This design comes from an exercise in tuning for small area and a short achievable clock period on the open sky130 flow, not from production work.
RTL that was checked went through simulation tests only; none was proved equivalent to the original.
Function not checked in run 1: the RTL went through the layout flow alone.
Power and IR drop assume default switching activity.

## flow/design.v (module list and top-level ports; edited modules follow where they fit)
// module fp32_mul: 1731 lines
// module fp32_mul_fa: 10 lines
// module fp32_mul_bsel: 9 lines
// module fp32_mul_bneg: 7 lines
// module fp32_mul_ha: 9 lines
module fp32_mul(
    input wire clk,
    input wire [31:0] a,         
    input wire [31:0] b,         
    input wire [2:0] rm,         
    output reg [31:0] result,    
    output wire nv,              
    output wire of,              
    output wire uf,              
    output wire nx               
);
  // ...
==> flow/run.sh <==
#!/bin/bash
# synth_recipe.tcl (not shown) runs the flow's synth.tcl, then flattens the netlist and writes it again
# the make line also repeats each setting of config.mk as NAME=value (left out here)
make -C /OpenROAD-flow-scripts/flow DESIGN_CONFIG=/design/flow/config.mk WORK_HOME=/design/flow/orfs CLKGATE_MAP_FILE= SYNTH_SCRIPT=/design/flow/synth_recipe.tcl finish
==> flow/config.mk <==
export PLATFORM = sky130hd
export DESIGN_NAME = fp32_mul
export DESIGN_NICKNAME = fp32_mul
export VERILOG_FILES = /design/flow/design.v
export SDC_FILE = /design/flow/constraint.sdc
export NUM_CORES = 4
export LEC_CHECK = 0
export CAP_MARGIN = 20
export CORE_MARGIN = 2
export CORE_UTILIZATION = 40
export SETUP_SLACK_MARGIN = 3.9
export SLEW_MARGIN = 20
export SYNTH_HIERARCHICAL = 1
==> flow/constraint.sdc <==
create_clock -name core_clock -period 8.2 [get_ports {clk}]
set_input_delay 1.6400 -clock core_clock [delete_from_list [all_inputs] [get_ports {clk}]]
set_output_delay 1.6400 -clock core_clock [all_outputs]
set_load 0.01 [all_outputs]
==> summary.md, run 1 <==
| Metric | Value |
|---|---|
| Outcome | `timing/DRC/antenna clean` |
| Max Slew Vio Count | `0` |
| Internal | `~8 mW` |
| Hold WS | `roughly 330 ps` |
| Post-synth EDFFs | `0` |
| Combinational share of power | `79.6%` |
| Final setup violation count | `0` |
| Critical path startpoint | `s3_mant[0]$_DFF_P_` |
| Multi-input combinational area share | `68.4%` |
| Placed cell count | `between 3k and 4k` |
| Post-synthesis adder-cell area fraction | `a little over a quarter` |
| Critical-path top delay cell | `or4_4` |
| PostCTS Resize Cnt | `240` |
| Worst path required time | `between 6000 and 7000 ps` |
| Met1 wire length | `36800 um` |
| Worst hold path cell count | `0` |
| Hold-fix buffers, CTS | `0` |
| Setup slack, reg-to-reg | `between 3000 and 4000 ps` |
| CTS buffer count | `27` |
| Post-Route Utilization | `between 40 and 50%` |
| Met2 routed WL | `42700 um` |
| Netlist cell types | `slightly below 90` |
| Worst R2R Start | `btwo[5]$_DFF_P_` |
| Leading cell kind | `multi-input combinational cells` |
| Share of the yosys chip area belonging to registers | `about a fifth` |
==> inputs of run 2 (changes only) <==
--- a/flow/design.v
+++ b/flow/design.v
@@ -126,17 +126,17 @@
     wire [5:0] s1_rs = right_wins ? (right_big ? 6'd49 : sh_right[5:0]) : {1'b0, sh_left};
     wire [6:0] tz1 = {2'b0, s1_tza} + {2'b0, s1_tzb} + 7'd1;
     wire s1_sticky = (tz1 < {2'b0, sh_left}) | (right_pos & ({3'b0, tz1} < sh_right));
     wire [9:0] s1_exp_full = {1'b0, s1_esum} - (s1_one_sub ? 10'd150 - {5'b0, s1_p} : 10'd127);
     wire [7:0] s1_exp = s1_exp_full[7:0];
     wire s1_exp_le0 = s1_exp_full[9] | (s1_exp_full == 10'd0);
     wire s1_exp_ge255 = ~s1_exp_full[9] & (s1_exp_full >= 10'd255);
     wire s1_exp_eq254 = (s1_exp_full == 10'd254);
-    localparam LOW = 20;
+    localparam LOW = 12;
     wire [47:0] ts;
     wire [47:0] tc;
     wire [24:0] max1 = {ma, 1'b0};    
     wire [324:0] pp;
     wire bs0_0;
     fp32_mul_bsel u_bs0_0 (.one(bone[0]), .two(btwo[0]), .x1(ma[0]), .x2(max1[0]), .y(bs0_0));
     fp32_mul_bneg u_bn0_0 (.y(bs0_0), .neg(bneg[0]), .p(pp[0]));
     wire bs0_1;
==> summary.md, run 2 <==
| Metric | Value |
|---|---|
| CTS tree | `yes` |
| Dpl cell area | `28700 um^2` |
| Synth Register Bits | `250` |
| Area of the multi-input gates | `21300 um^2` |
| Most common cell after layout, fill and taps aside | `xor2_1` |
| Critical path startpoint | `s3_hi$_DFF_P_` |
| Fin crit period | `4340 ps` |
| Seq. cell area | `5040 um^2` |
| CTS HTree Levels | `1` |
| Most frequent cells in the layout | `xor2_1, a22o_1, fa_1` |
| Total power | `13.8 mW` |
| Initial antenna violation count | `1` |
| Final setup violation count | `0 (unchanged)` |
| Synth area leaders | `fa_1, dfxtp_1, xor2_1` |
| Die area | `68300 um^2` |
| Sink Count | `250` |
| Netlist cell types | `98 (+13%)` |
| Worst vdd ir | `about 0.00022 V` |
| Worst-path clk slew | `60 ps` |
| Total GRT Usage | `26.7%` |
| Post-synth ARST share | `0%` |
| Outcome | `timing/DRC/antenna clean` |
| First-pass GRT wire length | `142000 um` |
| RSZ-0062 raised after global routing | `yes` |
| Post-synth EDFFs | `0 (unchanged)` |
| Arrival time at the worst endpoint | `about 2700 ps` |
| Boundary Pins | `104` |
| Vias in the first global route | `between 20k and 25k` |
| Max-Cap Viols | `0` |
| Filler instances | `slightly above 6k` |
| Fraction of layout cells with a size suffix above 1 | `a little under an eighth` |
| Pin count of the biggest net entering global routing | `54` |
| Starting Density | `40.3%` |
| RD Place Congestion | `0.942` |
| Area of the core | `65600 um^2` |
| Fmax | `around 230 MHz` |
| Post-synth top area cell | `fa_1` |
| Hold-fix buffers, CTS | `0 (unchanged)` |
| Antenna Violating Nets Remaining | `0` |
| Wire per inst | `24.8 um` |
| Critical-path top delay cell | `dfxtp_2` |
| Synth Cell Area | `26500 um^2` |
| Synth Instances | `2738` |
| Hold Fails Final Rpt | `0` |
| WS Path Type | `reg -> out` |
| Clk_skew | `roughly 25 ps` |
| Top cell type's share of synthesized area | `between 20 and 25%` |
| DR vias | `about 24k` |
| Syn. warnings | `10` |
| Dominant cell by count in the synthesized netlist | `xor2_1` |
| Clock buffer depth | `3` |
| Die height | `261 um` |
| Slew @ Worst Pin | `967 ps` |
| Critical Path Start Type | `register` |
| DR vias/cell | `between 6 and 7` |
| Final Cell Area | `30300 um^2` |
| Synth-to-Final Area Change | `14.4%` |
| Hold Crit Start | `s1_sign$_DFF_P_` |
| Max Slew Vio Count | `0 (unchanged)` |
| Crit-path cells | `inv_1 > a32o_2 > ha_4 > ha_4 > nand2_4 > nor3_4 > and3_4 > and3_4 > nand3_4 > xnor2_2 > nor2_1 > a21oi_1 > buf_2` |
| Cell Pwr Density | `454 nW/um^2` |
| Largest regs | `tc2 x36, ts2 x36` |
| Global route total overflow | `0` |
| Final net count | `around 3.3k` |
| CP Buf/Inv Count | `2` |
| Most used flip-flop cell after synthesis | `dfxtp_1` |
| Total routed wirelength | `93500 um` |
| Worst path required time | `6560 ps (about the same)` |
| Relative slew margins | `between 30% and 40%` |
| Critical Path End Type | `primary output` |
| Initial DRC Count | `approximately 2.5k` |
| Worst-Skew Late Latency | `between 500 and 600 ps` |
| Worst R2R Start | `tc2[24]$_DFF_P_` |
| Hold Crit Class | `reg -> reg` |
| Synth top cells by count | `xor2_1, a22o_1, fa_1` |
| Ant. Diodes | `0` |
| Max Fanout on Critical Path | `5` |
| Syn avg cell area | `about 9.7 um^2` |
| # port buffers | `103` |
| Post-Route Utilization | `46.1% (-2.3 points)` |
| Placement Rows | `94` |
| Tcrit/Tclk final | `52.9%` |
| Setup_tns | `0 ps` |
| P_leak | `12.4 nW` |
| DP HPWL | `about 64000 um` |
| Drt drc | `0` |
| CTS buffer count | `28 (+3.7%)` |
| Die Width | `261 um` |
| Family with the most delay on the worst path | `simple AND/OR/NAND/NOR gates` |
| Pre-Repair DR Iteration Count | `6` |
| CTS Root Cell | `clkbuf_16` |
| Max stage delay on crit path | `350 ps` |
| Share of the yosys chip area belonging to registers | `18.9% (-0.18 points)` |
[run 2: where the power goes]
group / total, mW / switching (mW) / internal (mW)
clock network: 1.26 / 0.535 / 0.722
registers: 1.95 / 0.236 / 1.71
logic: 10.5 / 6.21 / 4.34
[run 2: kinds of logic after synthesis]
logic type	Yosys count	synth area share [%]
AOI/OAI and AO/OA	851	24.3
DFF	250	18.9
and+or+nand+nor	598	11.1
adders and majority gates	378	25.5
buffers and inverters	177	2.77
other	1	0.0142
muxes	96	4.61
xor gates and xnor gates	387	12.8
[run 2: area by class of cell]
type,instances,share of cell area [%]
Clock inverter,14,0.508
Clock buffer,37,2.52
Tap cell,864,3.57
Timing Repair Buffer,195,5.50
Sequential cell,250,16.6
Multi-Input combinational cell,2337,70.3
Inverter,77,0.955
[run 2: per-stage QoR]
stage	hold WS, ps	setup WS, ps	instances
final	323	3860	3774
after detailed placement	312	3360	3695
after floorplan	310	3980	2761
after global placement	310	3370	3695
after global routing	322	3660	3774
after CTS	324	3740	3757
[run 2: worst paths after layout]
path	end	slack, ps	cells past startpoint
worst max-delay path	result[22]	3860	13
worst min register to register	s2_sign$_DFF_P_	320	0
worst max register to register	s3_mant[1]$_DFF_P_	3930	12
worst min-delay path	s2_sign$_DFF_P_	320	0
[run 2: timing repair]
item	4_1_cts	5_1_grt
endpoints found under the setup margin	56	66
gates cloned	1	2
endpoints found under the hold margin	0	0
resized for setup	97	85
pin swaps	15	24
buffers inserted	10	15
[run 2: routing by layer]
layer,share of wire (%),track usage [%],up-vias
met2,46,43.1,1323
li1,-,-,10400
met4,4.6,11.8,0
met1,41,34.9,11700
met5,0,0,-
met3,8.9,4.95,292
[run 2: per-module statistics from Yosys (local to each module, per instance)]
module | area, um^2 | times used
fp32_mul_bsel | 8.76 | 300
fp32_mul_fa | 20.0 | 264
fp32_mul_ha | 12.5 | 22
fp32_mul_bneg | 8.76 | 300
fp32_mul | 15700 | 1

[re-timing with driven ports]
No port has a modelled driver above. Below, the same layouts with a new extraction and two added sets of constraints.
Step 1, drivers: a clkbuf_16 drives clk and a buf_2 each remaining input, both assumed.
Step 2 adds t to the input delays and takes it off the output delays; t is the mean of the earliest and latest rising clock arrival at the registers after step 1. Input paths then give back, and output paths get back, about the clock's delay inside the block.
a / b / c = no drivers / after step 1 / after step 2; a / b = the first two.
run	t, ns	setup WS [ns]	worst setup path at the end	worst data-port slew with drivers (ns)	pins driven straight from the clock port
run 1	0.609	3.636 / 3.580 / 3.477	input to register	0.06	1
run 2	0.635	3.859 / 3.803 / 3.516	input to register	0.04	1
After both steps every run listed still meets setup and hold. For run 2, which loses most, drivers alone change the setup slack by -0.056 ns; drivers and shift together by -0.343 ns.
